Context: an optimization exercise on an open-source flow, tuned for small area. The choices shown serve that exercise and are no tape-out recipe. Function was checked by simulation only, so behaviour that the tests miss may differ from the original. Power figures rest on the tool's default switching activity, not on a simulated workload.

File: design/flow/run.sh
#!/bin/bash
# synth_recipe.tcl (not shown) runs the flow's synth.tcl, then flattens the netlist and writes it again
# the make line also repeats each setting of config.mk as NAME=value (left out here)
make -C /OpenROAD-flow-scripts/flow DESIGN_CONFIG=/design/flow/config.mk WORK_HOME=/design/flow/orfs CLKGATE_MAP_FILE= SYNTH_SCRIPT=/design/flow/synth_recipe.tcl finish
File: design/flow/config.mk
export PLATFORM = sky130hd
export DESIGN_NAME = MIPS
export DESIGN_NICKNAME = MIPS
export VERILOG_FILES = /design/flow/design.v
export SDC_FILE = /design/flow/constraint.sdc
export NUM_CORES = 4
export LEC_CHECK = 0
export CAP_MARGIN = 20
export CORE_MARGIN = 2
export CORE_UTILIZATION = 40
export SLEW_MARGIN = 20
File: design/flow/constraint.sdc
create_clock -name core_clock -period 12.0 [get_ports {clk}]
set_input_delay 2.4000 -clock core_clock [delete_from_list [all_inputs] [get_ports {clk}]]
set_output_delay 2.4000 -clock core_clock [all_outputs]
set_load 0.01 [all_outputs]
File: design/flow/design.v
module ALU(q,a,b,opcode);
input [2:0]opcode;
input signed [31:0]a,b;
output reg signed [31:0]q;
always@(*)
begin 
	case(opcode)
		3'b000: q = ~a;
		3'b001: q = a & b;
		3'b010: q = a ^ b;
		3'b011: q = a | b;
		3'b100: begin
		q = a - 1;
		end
		3'b101: begin
		q = a + b;
		end
		3'b110: begin
		q = a - b;
		end
		3'b111: begin
		q = a + 1;
		end
	endcase
end
endmodule
module ALU_control(ALUop,ALUcon);
input [1:0] ALUop;
output reg [2:0]ALUcon;
always@(*)
begin 
case(ALUop)
	2'b10: ALUcon = 3'b001;
	2'b11: ALUcon = 3'b011;
	2'b00: ALUcon = 3'b101;
	2'b01: ALUcon = 3'b110;
	endcase
end
endmodule
module CONTROLLER(I,Regdst,RegW,ALUSrc,MemW,MemR,MemtoReg,ALUop,reset);
input [5:0] I;
output reg Regdst, RegW, ALUSrc,MemW,MemR,MemtoReg;
output reg [1:0] ALUop;
input reset;
always@(*)
begin
if(reset) begin
	ALUop = 0;
	Regdst = 0;
	MemR = 0;
	MemW = 0;
	MemtoReg = 0;
	ALUSrc =0;
	RegW = 0;
end else 
begin
case(I[5:0])
	6'b000001:
	begin
	ALUop = 2'b00;
	Regdst = 1;
	RegW = 1;
	MemR = 0;
	MemW = 0;
	MemtoReg =0;
	ALUSrc = 0;
	end
	6'b000011:
	begin
	ALUop = 2'b01;
	Regdst = 1;
	RegW = 1;
	MemR = 0;
	MemW = 0;
	MemtoReg =0;
	ALUSrc = 0;
	end
	6'b000101:
	begin
	ALUop = 2'b10;
	Regdst = 1;
	RegW = 1;
	MemR = 0;
	MemW = 0;
	MemtoReg =0;
	ALUSrc = 0;
	end
	6'b000111:
	begin
	ALUop = 2'b11;
	Regdst = 1;
	RegW = 1;
	MemR = 0;
	MemW = 0;
	MemtoReg =0;
	ALUSrc = 0;
	end
	6'b000010:
	begin
	ALUop = 2'b00;
	Regdst = 0;
	RegW = 1;
	MemR = 1;
	MemW = 0;
	MemtoReg =1;
	ALUSrc = 1;
	end
	6'b000100:
	begin
	ALUop = 2'b00;
	Regdst = 0;
	RegW = 1;
	MemR = 0;
	MemW = 1;
	MemtoReg =1;
	ALUSrc = 1;
	end
	default begin
	ALUop = 0;
	Regdst = 0;
	RegW = 0;
	MemR = 0;
	MemW = 0;
	MemtoReg =0;
	ALUSrc = 0;
	end
endcase
end
end
endmodule
module mux_2_to1_32bit (
   input [31:0] in0, 
   input [31:0] in1, 
   input sel,        
   output reg [31:0] out  
);
   always @(*) begin
      if (sel)
         out <= in0;
      else
         out <= in1;
   end
endmodule
module mux_2_to_1_5bit (
   input [4:0] in0, 
   input [4:0] in1, 
   input sel,        
   output reg [4:0] out  
);
   always @(*) begin
      if (sel)
         out <= in0;
      else
         out <= in1;
   end
endmodule
module register_file(ReadAddress1,ReadAddress2,WriteAddress,WriteData,ReadData1,ReadData2,ReadWriteEn,clk,reset);
input ReadWriteEn,clk,reset;
input [4:0] ReadAddress1,ReadAddress2,WriteAddress;
input [31:0]WriteData;
output [31:0]ReadData1,ReadData2;
reg [1023:0] registers;
genvar i;
generate
for (i = 0; i < 32; i = i + 1) begin : regs
	always@(posedge clk)
	begin
		if (reset)
			registers[32*i +: 32] <= (i == 1) ? 32'd5 : (i == 2) ? 32'd15 : (i == 3) ? 32'd2 : 32'd0;
		else if(ReadWriteEn && WriteAddress == i)
			registers[32*i +: 32] <= WriteData ;
	end
end
endgenerate
assign ReadData1 = (ReadWriteEn) ? registers[32*ReadAddress1 +: 32] : 32'b0;
assign ReadData2 = (ReadWriteEn) ? registers[32*ReadAddress2 +: 32] : 32'b0;
endmodule
module SRAM(clk,reset,Address,WriteData,ReadData,WriteEn,ReadEn,out);
input WriteEn,ReadEn,clk,reset;
input [31:0] WriteData;
input [31:0] Address;
output reg [31:0] ReadData;
output reg [31:0] out;
reg [1023:0] array;
wire inrange = (Address[31:5] == 27'd0);
wire [31:0] rdword = inrange ? array[32*Address[4:0] +: 32] : 32'd0;
genvar i;
generate
for (i = 0; i < 32; i = i + 1) begin : words
	always@(posedge clk)
	begin
		if (reset)
			array[32*i +: 32] <= (i == 15) ? 32'd9 : 32'd0;
		else if (WriteEn && !ReadEn && inrange && Address[4:0] == i)
			array[32*i +: 32] <= WriteData;
	end
end
endgenerate
always@(posedge clk)
begin
	if (reset) begin
		ReadData <= 32'd0;
		out <= 32'd0;
	end
	else if(WriteEn && !ReadEn) begin
		out <= inrange ? WriteData : 32'd0;
	end
	else if(ReadEn && !WriteEn) begin
		ReadData <= rdword;
	end
	else begin
		ReadData <= 32'b0;
	end
end
endmodule
module datapath (I,opcode,RegW,Regdst,MemR,MemW,MemtoReg,ALUSrc,clk,reset,alu_result,reg1,reg2,ReadData,out);
input [31:0] I;
input [2:0]opcode;
input Regdst, RegW, ALUSrc, MemW, MemR, MemtoReg;
input clk ;
input reset;
output [31:0]alu_result;
output [31:0]reg1,reg2;
output [31:0]ReadData;
output [31:0]out;
wire [31:0] outreg1, outreg2;
wire [4:0] mux11;
wire [31:0] mux33, mux22;
wire [31:0] ex32;
wire [31:0] ALUout, SRAMout;
assign ReadData = mux33;
assign ex32 = {{16{I[15]}}, I[15:0]}; 
assign alu_result = ALUout;
assign reg1 = outreg1;
assign reg2 = outreg2;
mux_2_to_1_5bit mux1 (
.in0(I[15:11]),
.in1(I[20:16]),
.sel(Regdst),
.out(mux11)
);
register_file register1 (
.ReadAddress1 (I[25:21]),
.ReadAddress2 (I[20:16]),
.WriteAddress (mux11),
.WriteData (mux33),
.ReadData1 (outreg1),
.ReadData2 (outreg2),
.ReadWriteEn (RegW),
.clk(clk),
.reset(reset)
);
mux_2_to1_32bit mux2 (
.in0(ex32),
.in1(outreg2),
.sel(ALUSrc),
.out(mux22)
);
ALU ALU1 (
.q(ALUout),
.a(outreg1),
.b(mux22),
.opcode(opcode)
);
SRAM SRAM1 (
.clk(clk),
.reset(reset),
.Address(ALUout),
.WriteData(outreg2),
.ReadData(SRAMout),
.WriteEn(MemW),
.ReadEn(MemR),
.out(out)
);
mux_2_to1_32bit mux3 (
.in0(SRAMout),
.in1(ALUout),
.sel(MemtoReg),
.out(mux33)
);
endmodule
module MIPS(clk,reset,In,Op,alu_result,reg1,reg2,ReadData,out);
input clk,reset;
input [31:0]In;
output [31:26] Op;
output [31:0] alu_result;
output [31:0]reg1,reg2;
output [31:0]ReadData;
output [31:0] out;
wire Regdst, RegW, ALUSrc,MemW,MemR,MemtoReg;
wire [1:0] ALUop;
wire [2:0] ALUcon;
assign Op = In[31:26];
CONTROLLER con(
   .I(In[31:26]),
	.reset(reset),
	.Regdst(Regdst),
	.RegW(RegW),
	.ALUSrc(ALUSrc),
	.MemW(MemW),
	.MemR(MemR),
	.MemtoReg(MemtoReg),
	.ALUop(ALUop)
);
ALU_control alu(
	.ALUop(ALUop),
	.ALUcon(ALUcon)
);
  datapath dp(
    .I(In),
    .opcode(ALUcon),
    .RegW(RegW),
    .Regdst(Regdst),
    .MemR(MemR),
    .MemW(MemW),
    .MemtoReg(MemtoReg),
    .ALUSrc(ALUSrc),
    .clk(clk),
    .reset(reset),
	 .alu_result(alu_result),
	 .reg1(reg1),
	 .reg2(reg2),
	 .ReadData(ReadData),
	 .out(out)
  );
endmodule
==> results of run 1 <==
[repair_timing]
item / 4_1_cts / 5_1_grt
resized for setup: 3 / 14
endpoints found under the setup margin: 2 / 11
hold buffers: 0 / 0
[flip-flops by register name, indices dropped and copies added, names as in the netlist]
name and cells:
dp.SRAM1.array 1024, dp.SRAM1.out 32, dp.SRAM1.ReadData 32, dp.register1.registers 1024
[tightest hold or removal path, stage by stage, from the launching register on]
cell and delay (ns):
sky130_fd_sc_hd__dfxtp_1 0.33, sky130_fd_sc_hd__nand2_1 0.05, sky130_fd_sc_hd__o21ai_0 0.06
[layer usage]
metal	part of all wire [%]	vias up	GRT usage [%]
met1	37	46921	38.3
li1	-	42045	-
met2	44	5337	48.9
met3	10	1355	7.32
met5	0.028	-	0
met4	8.1	18	21.8
[Yosys cell counts (all sizes together) (9+ instances only)]
master     n
a211oi   201
a21boi    12
a21o      18
a21oi    969
a22oi    167
a311oi   225
a31oi     48
and2      21
and3     144
buf      266
clkbuf   906
dfxtp   2112
ha        96
inv      150
mux2      15
mux2i   1365
mux4     420
nand2   2887
nand2b  1070
nand3    324
nand3b    42
nand4     48
nor2     397
nor2b     18
nor3      48
nor4      21
o211ai    12
o21a       9
o21ai    170
o22ai     18
o31ai     17
o32ai     19
xnor2     40
xor2       9
[cell type report]
type                    count  area (µm²)
diodes                     15        37.5
clock buffers             333        6680
clock inverters            75         935
fillers                 25607      146000
inverters                 151         584
multi-input cells        8911       61000
flip-flops and latches   2112       42300
well taps                3552        4440
repair buffers            676        6300
[power breakdown]
part	switching (µW)	internal, µW	leakage, µW
logic	697	319	0.0272
registers	1.49	7010	0.0170
clock network	3070	4250	0.00376
[stage by stage]
step           setup slack, ns  cells
2_1_floorplan            0.748  12346
3_3_place_gp            -0.194  15401
3_5_place_dp            -0.117  15401
4_1_cts                0.00139  15809
5_1_grt                0.00209  15813
6_report                 0.269  15825
[how the worst max path moves through the flow]
stage,startpoint,endpoint,slack (ns),depth (start not counted)
global placement,In[16],ReadData[31],-0.19,31
detailed placement,In[16],ReadData[31],-0.12,31
CTS,In[16],ReadData[31],0.001,31
finish,In[28],ReadData[31],0.27,29
global route,In[18],ReadData[31],0.002,33
floorplan,In[21],ReadData[31],0.75,26
[cells in the final DEF (no fill, tap or decap), types with 15 or more instances in the layout]
| cell type | count |
|---|---|
| sky130_fd_sc_hd__inv_1 | 147 |
| sky130_fd_sc_hd__nor2_4 | 27 |
| sky130_fd_sc_hd__nand2b_1 | 1066 |
| sky130_fd_sc_hd__clkinv_2 | 39 |
| sky130_fd_sc_hd__a21oi_1 | 962 |
| sky130_fd_sc_hd__mux2_2 | 15 |
| sky130_fd_sc_hd__a21o_1 | 18 |
| sky130_fd_sc_hd__clkbuf_8 | 52 |
| sky130_fd_sc_hd__o21ai_0 | 141 |
| sky130_fd_sc_hd__clkdlybuf4s50_1 | 181 |
| sky130_fd_sc_hd__dfxtp_1 | 2112 |
| sky130_fd_sc_hd__mux2i_1 | 1358 |
| sky130_fd_sc_hd__nor4_1 | 16 |
| sky130_fd_sc_hd__nand4_4 | 28 |
| sky130_fd_sc_hd__nand4_1 | 20 |
| sky130_fd_sc_hd__buf_4 | 426 |
| sky130_fd_sc_hd__ha_1 | 96 |
| sky130_fd_sc_hd__o32ai_1 | 19 |
| sky130_fd_sc_hd__o22ai_1 | 17 |
| sky130_fd_sc_hd__a311oi_1 | 224 |
| sky130_fd_sc_hd__nor3_1 | 45 |
| sky130_fd_sc_hd__mux4_2 | 420 |
| sky130_fd_sc_hd__bufinv_16 | 19 |
| sky130_fd_sc_hd__a31oi_1 | 47 |
| sky130_fd_sc_hd__o21ai_4 | 16 |
| sky130_fd_sc_hd__clkbuf_1 | 50 |
| sky130_fd_sc_hd__nand3_1 | 320 |
| sky130_fd_sc_hd__nand3b_1 | 42 |
| sky130_fd_sc_hd__diode_2 | 15 |
| sky130_fd_sc_hd__clkbuf_16 | 231 |
| sky130_fd_sc_hd__xnor2_1 | 40 |
| sky130_fd_sc_hd__nor2_1 | 358 |
| sky130_fd_sc_hd__and3_1 | 144 |
| sky130_fd_sc_hd__a22oi_1 | 159 |
| sky130_fd_sc_hd__o31ai_1 | 16 |
| sky130_fd_sc_hd__a211oi_1 | 200 |
| sky130_fd_sc_hd__nand2_1 | 2877 |
| sky130_fd_sc_hd__buf_12 | 58 |
[cells by family after synthesis]
group,Yosys count,synth area share (%)
buffers and inverters,1323,5.29
multiplexers,1800,21.5
AO/OA/AOI/OAI,1922,11.0
XOR/XNOR,49,0.397
flip-flops,2112,39.1
AND/OR/NAND/NOR,5043,21.6
adder cells (fa/ha/maj),97,1.13
==> Implementation_results.wiki, run 1 <==
{| class="wikitable"
! Metric !! Value
|-
| Required time of the critical path || 9.60 ns
|-
| Initial detailed-routing violation count || approximately 12k
|-
| CTS root buffer || sky130_fd_sc_hd__clkbuf_16
|-
| RePlAce Congestion || 0.966
|-
| Clock-pin slew of the registers on the worst-case setup and hold paths || 0.06 ns
|-
| Pwr Density || 125 nW/µm²
|-
| Syn avg cell area || between 8 and 9 µm²
|-
| Clock H-tree levels || 4
|-
| P&R area growth vs syn || 13.0%
|-
| Sequential fraction of the synthesis area || 39.1%
|-
| Width of the die || 524 µm
|-
| Worst-case clock skew || 0.0778 ns
|-
| Row count || 190
|-
| Detailed-route DRC error count || 0
|-
| Worst hold margin || 0.461 ns
|-
| Final cell area excluding filler cells || between 100,000 and 150,000 µm²
|-
| Worst r2r dst || dp.SRAM1.array[510]
|-
| Worst path top cell family by delay || compound AO/OA/AOI/OAI gates
|-
| Area leader, netlist || sky130_fd_sc_hd__dfxtp_1
|-
| Hold worst-path end || dp.SRAM1.ReadData[4]
|-
| Setup TNS after final layout || 0 ns
|-
| Post-CTS setup-driven buffer insertion count || 0
|-
| Hold Startpoint || dp.SRAM1.ReadData[4]
|-
| Shortest clock period the worst path allows after layout || 11.73 ns
|-
| Global-route wire length before repair || around 640,000 µm
|-
| Leftover overflow at the end of global routing || 0
|-
| IO Pins || 200
|-
| Slew HR || 8.38%
|-
| Post-synthesis cell count || 12.3k
|-
| Number of clock sinks || approximately 2.1k
|-
| Number of pins with negative max-slew slack in the final report || 0
|-
| Power consumption || 15,300 µW
|-
| Buffers plus inverters on the worst setup path || 9
|-
| Instance area at placement || 115,000 µm²
|-
| DR vias || 95.7k
|-
| Count of different cell masters after synthesis || 74
|-
| Final net count || roughly 12k
|-
| Setup repair after global routing missed its margin || false
|-
| Die area || 275,000 µm²
|-
| Share of the cycle needed by the critical path after routing || 97.8%
|-
| Worst-Margin Slew || ~1.4 ns
|-
| Result of the run || finished clean
|-
| Number of antenna violations at the first check in global routing || 20
|-
| Number of vias per cell after detailed routing || 6.05
|-
| Total of endpoints with negative setup slack in the final report || 0
|-
| Number of synthesized register bits || between 2k and 2.5k
|-
| Clock tree from TritonCTS || built
|-
| Number of instances on the worst hold path || 2
|-
| Category of the worst setup path capture point || output pin
|-
| Drt pass-1 iters || 6
|-
| Fmax achieved || 85.2 MHz
|-
| Top post-synthesis cells by area || sky130_fd_sc_hd__dfxtp_1 39%, sky130_fd_sc_hd__mux2i_1 13%, sky130_fd_sc_hd__nand2_1 10%
|-
| Post-detailed-route wirelength per cell || 28.2 µm
|-
| CP Max Fanout || 5
|-
| Initial core utilization || 40.3%
|-
| Startpoint types || input pin
|-
| Clk buf depth || 4
|-
| Worst-case vdd ir drop || 0.122 mV
|-
| Kind of critical path || in -> out
|-
| Clk Latency, worst-skew pair || a little over 0.9 ns
|-
| Total CTS buffers || 230
|-
| Number of buffers added on ports || between 150 and 200
|-
| Post-DRT Antenna Nets || 0
|-
| Arr. time, crit path || 9.33 ns
|-
| Proportion of netlist area held by the largest area contributor || about two fifths
|-
| CP max-delay cell || sky130_fd_sc_hd__o21ai_4
|-
| Post-synth EDFFs || 0
|-
| Share of the core filled with cells in the final layout || 45.5%
|-
| Final-report hold violation count || 0
|-
| Worst flop-to-flop path startpoint || dp.register1.registers[65]
|-
| Cell area after technology mapping || around 110,000 µm²
|-
| Number of cells on the worst reg-to-reg path || 31
|-
| Overall global routing resource usage || 31.4%
|-
| Syn nets || 12.5k
|-
| Die Height || 524 µm
|-
| Setup slack on the worst flop-to-flop path || 3.57 ns
|-
| Largest net degree at the start of global routing || between 200 and 300
|-
| Cell leakage power || 0.0480 µW
|-
| Ys Warns || 7
|-
| Worst path most repeated cell || sky130_fd_sc_hd__buf_4
|-
| Total half-perimeter wirelength after legalization and detailed placement || 275,000 µm
|-
| Post-synthesis async set-or-reset flop share || 0%
|-
| Number of max-cap violations || 0
|-
| Floorplan core area || around 270,000 µm²
|-
| Total Routed Length || 446,000 µm
|-
| Most common flop cell mapped by yosys || sky130_fd_sc_hd__dfxtp_1
|-
| Number of global-route vias before repair || about 90k
|-
| Fraction of layout cells with a size suffix above 1 || between 10% and 20%
|-
| Hold Crit Class || reg -> reg
|-
| Longest individual stage delay on the worst path || 0.50 ns
|}
==> inputs of run 2 (changes only) <==
==> design/flow/design.v (replaced) <==
module MIPS(clk,reset,In,Op,alu_result,reg1,reg2,ReadData,out);
input clk,reset;
input [31:0]In;
output [31:26] Op;
output [31:0] alu_result;
output [31:0] reg1,reg2;
output [31:0] ReadData;
output reg [31:0] out;
assign Op = In[31:26];
wire [5:0] op = In[31:26];
wire [4:0] rs = In[25:21];
wire [4:0] rt = In[20:16];
wire [4:0] rd = In[15:11];
wire [31:0] simm = {{16{In[15]}}, In[15:0]};
wire hi0   = ~reset & (op[5:3] == 3'b000);
wire is_add = hi0 & (op[2:0] == 3'd1);
wire is_sub = hi0 & (op[2:0] == 3'd3);
wire is_and = hi0 & (op[2:0] == 3'd5);
wire is_or  = hi0 & (op[2:0] == 3'd7);
wire is_lw  = hi0 & (op[2:0] == 3'd2);
wire is_sw  = hi0 & (op[2:0] == 3'd4);
wire is_r   = is_add | is_sub | is_and | is_or;
wire is_mem = is_lw | is_sw;
wire en     = is_r | is_mem;
reg [1023:0] R;    
reg [1023:0] M;    
reg [31:0] MRD;
reg [31:0] r1, r2;
integer k;
always @(*) begin
	r1 = 32'd0;
	r2 = 32'd0;
	for (k = 0; k < 32; k = k + 1) begin
		r1 = r1 | ({32{en & (rs == k)}} & R[32*k +: 32]);
		r2 = r2 | ({32{en & (rt == k)}} & R[32*k +: 32]);
	end
end
assign reg1 = r1;
assign reg2 = r2;
wire [31:0] b = is_mem ? simm : r2;
wire [31:0] sum = r1 + (b ^ {32{is_sub}}) + {31'd0, is_sub};
wire [31:0] alu = is_and ? (r1 & b) : is_or ? (r1 | b) : sum;
assign alu_result = alu;
wire inrange = (alu[31:5] == 27'd0);
reg [31:0] rdword;
always @(*) begin
	rdword = 32'd0;
	for (k = 0; k < 32; k = k + 1)
		rdword = rdword | ({32{is_lw & inrange & (alu[4:0] == k)}} & M[32*k +: 32]);
end
wire [31:0] wd = is_mem ? MRD : alu;
assign ReadData = wd;
wire [4:0] dst = is_r ? rd : rt;
genvar i;
generate
for (i = 0; i < 32; i = i + 1) begin : words
	wire [31:0] rinit = (i == 1) ? 32'd5 : (i == 2) ? 32'd15 : (i == 3) ? 32'd2 : 32'd0;
	wire [31:0] minit = (i == 15) ? 32'd9 : 32'd0;
	wire re = reset | (en & (dst == i));
	wire me = reset | (is_sw & inrange & (alu[4:0] == i));
	wire [31:0] rnew = wd | ({32{reset}} & rinit);
	wire [31:0] mnew = r2 | ({32{reset}} & minit);
	always @(posedge clk) begin
		R[32*i +: 32] <= ({32{re}} & rnew) | ({32{~re}} & R[32*i +: 32]);
		M[32*i +: 32] <= ({32{me}} & mnew) | ({32{~me}} & M[32*i +: 32]);
	end
end
endgenerate
wire oe = reset | is_sw;
always @(posedge clk) begin
	MRD <= rdword | ({32{is_sw}} & MRD);
	out <= ({32{oe}} & r2 & {32{inrange}}) | ({32{~oe}} & out);
end
endmodule
==> Implementation_results.wiki, run 2 <==
{| class="wikitable"
! Metric !! Value
|-
| Arr. time, crit path || 9.64 ns (+0.31 ns)
|-
| Final-report hold violation count || 0 (unchanged)
|-
| Clock tree from TritonCTS || built
|-
| Commonest cells after routing, fill and taps aside || 2,048 x sky130_fd_sc_hd__edfxtp_1, 991 x sky130_fd_sc_hd__buf_4, 571 x sky130_fd_sc_hd__a22oi_1
|-
| Total half-perimeter wirelength after legalization and detailed placement || 438,000 µm (+59%)
|-
| Worst-case vdd ir drop || 0.156 mV (+28%)
|-
| Number of vias per cell after detailed routing || 7.58 (+25%)
|-
| Number of global-route vias before repair || 76.3k (-17%)
|-
| Post-synthesis mux area share || 2.18% (-19 points)
|-
| Total Routed Length || 632,000 µm (+42%)
|-
| Share of the synthesized netlist area taken by xor and xnor gates || 0.491% (+0.094 points)
|-
| Drt pass-1 iters || 10 (+4)
|-
| Largest family of logic cells by synthesized area || compound AO/OA/AOI/OAI gates
|-
| Number of pins with negative max-slew slack in the final report || 0 (unchanged)
|-
| Most common cell after layout, fill and taps aside || sky130_fd_sc_hd__edfxtp_1
|-
| Cell leakage power || 0.0414 µW (-14%)
|-
| Ys Warns || 1 (-6)
|-
| Total of endpoints with negative setup slack in the final report || 3 (+3)
|-
| PnR worst setup slack || -0.0427 ns (-0.312 ns)
|-
| Post-CTS Hold Buffers || 0 (unchanged)
|-
| Post-DRT Antenna Nets || 0 (unchanged)
|-
| Adder-Cell Fraction of Synth Area || 0.652% (-0.48 points)
|-
| Cells after DPL || 10.5k (-32%)
|-
| CP Max Fanout || 13 (+8)
|-
| Post-synth EDFFs || 2,048 (+2,048)
|-
| Floorplan core area || 232,000 µm² (-14%)
|-
| Count of placed standard cells in the final layout, fillers left out || 11.0k (-30%)
|-
| Initial detailed-routing violation count || 16.3k (+37%)
|-
| Sequential fraction of the synthesis area || 67.5% (+28 points)
|-
| Overall global routing resource usage || 52.1% (+21 points)
|-
| Number of clock sinks || 2,112 (unchanged)
|-
| Die area || 236,000 µm² (-14%)
|-
| Die Height || 486 µm (-7.2%)
|-
| Number of antenna violations at the first check in global routing || 79 (+300%)
|-
| Worst-case clock skew || 0.119 ns (+0.0410 ns)
|-
| DR vias || 83.5k (-13%)
|-
| Result of the run || complete, but fails checks
|-
| Clk buf depth || 3 (-1)
|-
| Kind of critical path || in -> out
|-
| Most common flop cell mapped by yosys || sky130_fd_sc_hd__edfxtp_1
|-
| Most frequently used cell type in the post-synthesis netlist || sky130_fd_sc_hd__edfxtp_1
|-
| Number of fillers in the final layout || 19.7k (-23%)
|-
| IO Pins || 200 (unchanged)
|-
| Row count || 177 (-6.8%)
|-
| Final net count || 7,776 (-36%)
|-
| Fraction of layout cells with a size suffix above 1 || 25.2% (+13 points)
|-
| Detailed-route DRC error count || 0 (unchanged)
|-
| Shortest clock period the worst path allows after layout || 12.04 ns (+0.312 ns)
|-
| Worst path most repeated cell || sky130_fd_sc_hd__buf_4
|-
| Width of the die || 486 µm (-7.2%)
|-
| Post-detailed-route wirelength per cell || 57.3 µm (+100%)
|-
| Worst-Margin Slew || 1.29 ns (-0.0850 ns)
|-
| Syn nets || 6,661 (-47%)
|-
| Setup repair after global routing missed its margin || false
|-
| Area leader, netlist || sky130_fd_sc_hd__edfxtp_1
|-
| Hold Crit Class || reg -> reg
|-
| Fmax achieved || 83.0 MHz (-2.6%)
|-
| Number of synthesized register bits || 2,112 (unchanged)
|-
| Number of buffers added on ports || 199 (unchanged)
|-
| CTS root buffer || sky130_fd_sc_hd__clkbuf_16
|-
| Pwr Density || 159 nW/µm² (+27%)
|-
| Share of the cycle needed by the critical path after routing || 100% (+2.6 points)
|-
| Clock-pin slew of the registers on the worst-case setup and hold paths || 0.07 ns (about the same)
|-
| Top post-synthesis cells by area || sky130_fd_sc_hd__edfxtp_1 66%, sky130_fd_sc_hd__a22oi_1 4.6%, sky130_fd_sc_hd__a22o_1 2.1%
|-
| Area used by sequential logic in the layout || 62,800 µm² (+48%)
|-
| Setup slack after placement || -0.273 ns (-0.156 ns)
|-
| Largest net degree at the start of global routing || 82 (-71%)
|-
| Category of the worst setup path capture point || output pin
|-
| Total CTS buffers || 220 (-4.3%)
|-
| Startpoint types || input pin
|-
| Post-synthesis cell count || 6,596 (-47%)
|-
| Share of the synthesized area in compound gates (AO/OA/AOI/OAI) || 18.7% (+7.7 points)
|-
| Syn avg cell area || 14.1 µm² (+61%)
|-
| Slew HR || 14.0% (+5.7 points)
|-
| Global-route wire length before repair || 797,000 µm (+25%)
|-
| P&R area growth vs syn || 26.2%
|-
| Post-synthesis async set-or-reset flop share || 0% (unchanged)
|-
| Initial core utilization || 40.1% (-0.16 points)
|-
| Cell area after technology mapping || 93,000 µm² (-14%)
|-
| CP max-delay cell || sky130_fd_sc_hd__clkdlybuf4s50_1
|-
| Multi-input gate area in the final layout || 28,900 µm² (-53%)
|-
| Clock H-tree levels || 4 (unchanged)
|-
| Post-Synth Simple-Gate Area || 7.62% (-14 points)
|-
| RePlAce Congestion || 1.11 (+15%)
|-
| Leftover overflow at the end of global routing || 0 (unchanged)
|-
| Longest individual stage delay on the worst path || 0.61 ns (+0.11 ns)
|-
| Number of max-cap violations || 0 (unchanged)
|-
| Clk Latency, worst-skew pair || 0.97 ns (+0.05 ns)
|-
| Proportion of netlist area held by the largest area contributor || 66.1% (+27 points)
|-
| Required time of the critical path || 9.60 ns (about the same)
|-
| Top post-synthesis cells by count || 2,048 x sky130_fd_sc_hd__edfxtp_1, 572 x sky130_fd_sc_hd__a22oi_1, 390 x sky130_fd_sc_hd__nand2_1
|-
| Count of different cell masters after synthesis || 116 (+57%)
|-
| Set of violated layout checks || setup timing
|}
run 2: cell count changes after synthesis, moves of 159 or more:
cell                       previous run  this run
sky130_fd_sc_hd__a21oi_1            969       264
sky130_fd_sc_hd__a221oi_1             5       185
sky130_fd_sc_hd__a22o_1               1       223
sky130_fd_sc_hd__a22oi_1            167       572
sky130_fd_sc_hd__a311oi_1           225         4
sky130_fd_sc_hd__clkbuf_1           906       223
sky130_fd_sc_hd__dfxtp_1           2112        64
sky130_fd_sc_hd__edfxtp_1             0      2048
sky130_fd_sc_hd__mux2i_1           1365        89
sky130_fd_sc_hd__mux4_2             420         2
sky130_fd_sc_hd__nand2_1           2886       390
sky130_fd_sc_hd__nand2b_1          1070        15
sky130_fd_sc_hd__nor2_1             397       238
run 2: routing by layer:
layer | track usage [%] | part of all wire [%] | up-vias
li1 | - | - | 29707
met1 | 60.3 | 33 | 42042
met2 | 74.7 | 42 | 9044
met3 | 19.8 | 14 | 2718
met4 | 46.9 | 11 | 34
met5 | 0.919 | 0.086 | -
run 2: kinds of logic (layout without fill, tap and decap cells):
| logic type | Yosys count | after routing |
|---|---|---|
| muxes | 188 | 188 |
| other | 0 | 68 |
| AOI/OAI and AO/OA | 2270 | 2270 |
| adders and majority gates | 52 | 52 |
| xor gates and xnor gates | 50 | 50 |
| and+or+nand+nor | 1357 | 1357 |
| buffers and inverters | 567 | 1875 |
| DFF | 2112 | 2112 |
run 2: cell type report:
type                    instances  share of cell area [%]
clock buffers                 261                    4.90
repair buffers               1411                    11.8
clock inverters               154                    1.59
well taps                    3043                    3.24
multi-input cells            3917                    24.6
inverters                      49                   0.166
flip-flops and latches       2112                    53.5
diodes                         68                   0.145
run 2: through the flow:
step	setup TNS, ns	power, µW	instance area [µm²]	util, %	hold WS [ns]
after detailed placement	-0.564	11400	109000	47.2	0.445
after global placement	-6.50	11400	109000	47.1	0.439
after global routing	0	18900	117000	50.6	0.499
after CTS	0	18500	117000	50.5	0.467
after floorplan	0	9840	93000	-	0.416
final	-0.0627	18700	117000	50.6	0.464
run 2: path summary, 6_finish.rpt:
kind / startpoint / end / slack [ns] / depth (start not counted)
worst max register to register: flip-flop / flip-flop / 4.23 / 32
worst min register to register: out[19] / out[19] / 0.46 / 2
worst max-delay path: In[30] / ReadData[29] / -0.04 / 32
worst min-delay path: out[19] / out[19] / 0.46 / 2
run 2: what timing repair did:
action,in CTS,in global routing
setup buffers,0,10
resized for setup,11,18
setup endpoints to repair,7,16
pin swaps,2,8
run 2: power by group:
group          internal (µW)  switching [µW]  total, µW
sequential              8720             326       9050
clock                   4030            3250       7280
combinational            639            1720       2360
run 2: worst max-delay path, delay by kind of cell:
kind | cells | cell delay [ns]
fa+ha+maj | 1 | 0.35
buf+inv | 12 | 2.99
compound gates | 9 | 1.73
xor+xnor | 2 | 0.22
simple gates | 8 | 1.89

-- static timing again, ports no longer ideal --
In the flow no input, the clock included, has a driving cell. The finished layouts below were timed again as built, in two steps.
Step 1 (the two cells are an assumption about what drives the block):
set clk [get_ports {clk}]
set_driving_cell -lib_cell sky130_fd_sc_hd__clkbuf_16 $clk
set_driving_cell -lib_cell sky130_fd_sc_hd__buf_2 [delete_from_list [all_inputs] $clk]
Step 2 also shifts input and output timing later by t, the mid clock arrival at the registers, as if the neighbouring blocks saw the same clock.
Three values: ideal, step 1, step 2; two values: the first two.
| run | t, ns | setup slack, ns | latest minus earliest clock arrival (ns) | slew at the worst register clock pin (ns) |
|---|---|---|---|---|
| run 1 | 0.990 | 0.269 / 0.229 / 0.229 | 0.077 / 0.078 | 0.07 / 0.07 |
| run 2 | 1.003 | -0.043 / -0.064 / -0.064 | 0.119 / 0.119 | 0.07 / 0.07 |
The setup slack of run 1, which loses most, moves by -0.040 ns with the drivers and by -0.040 ns with both steps.
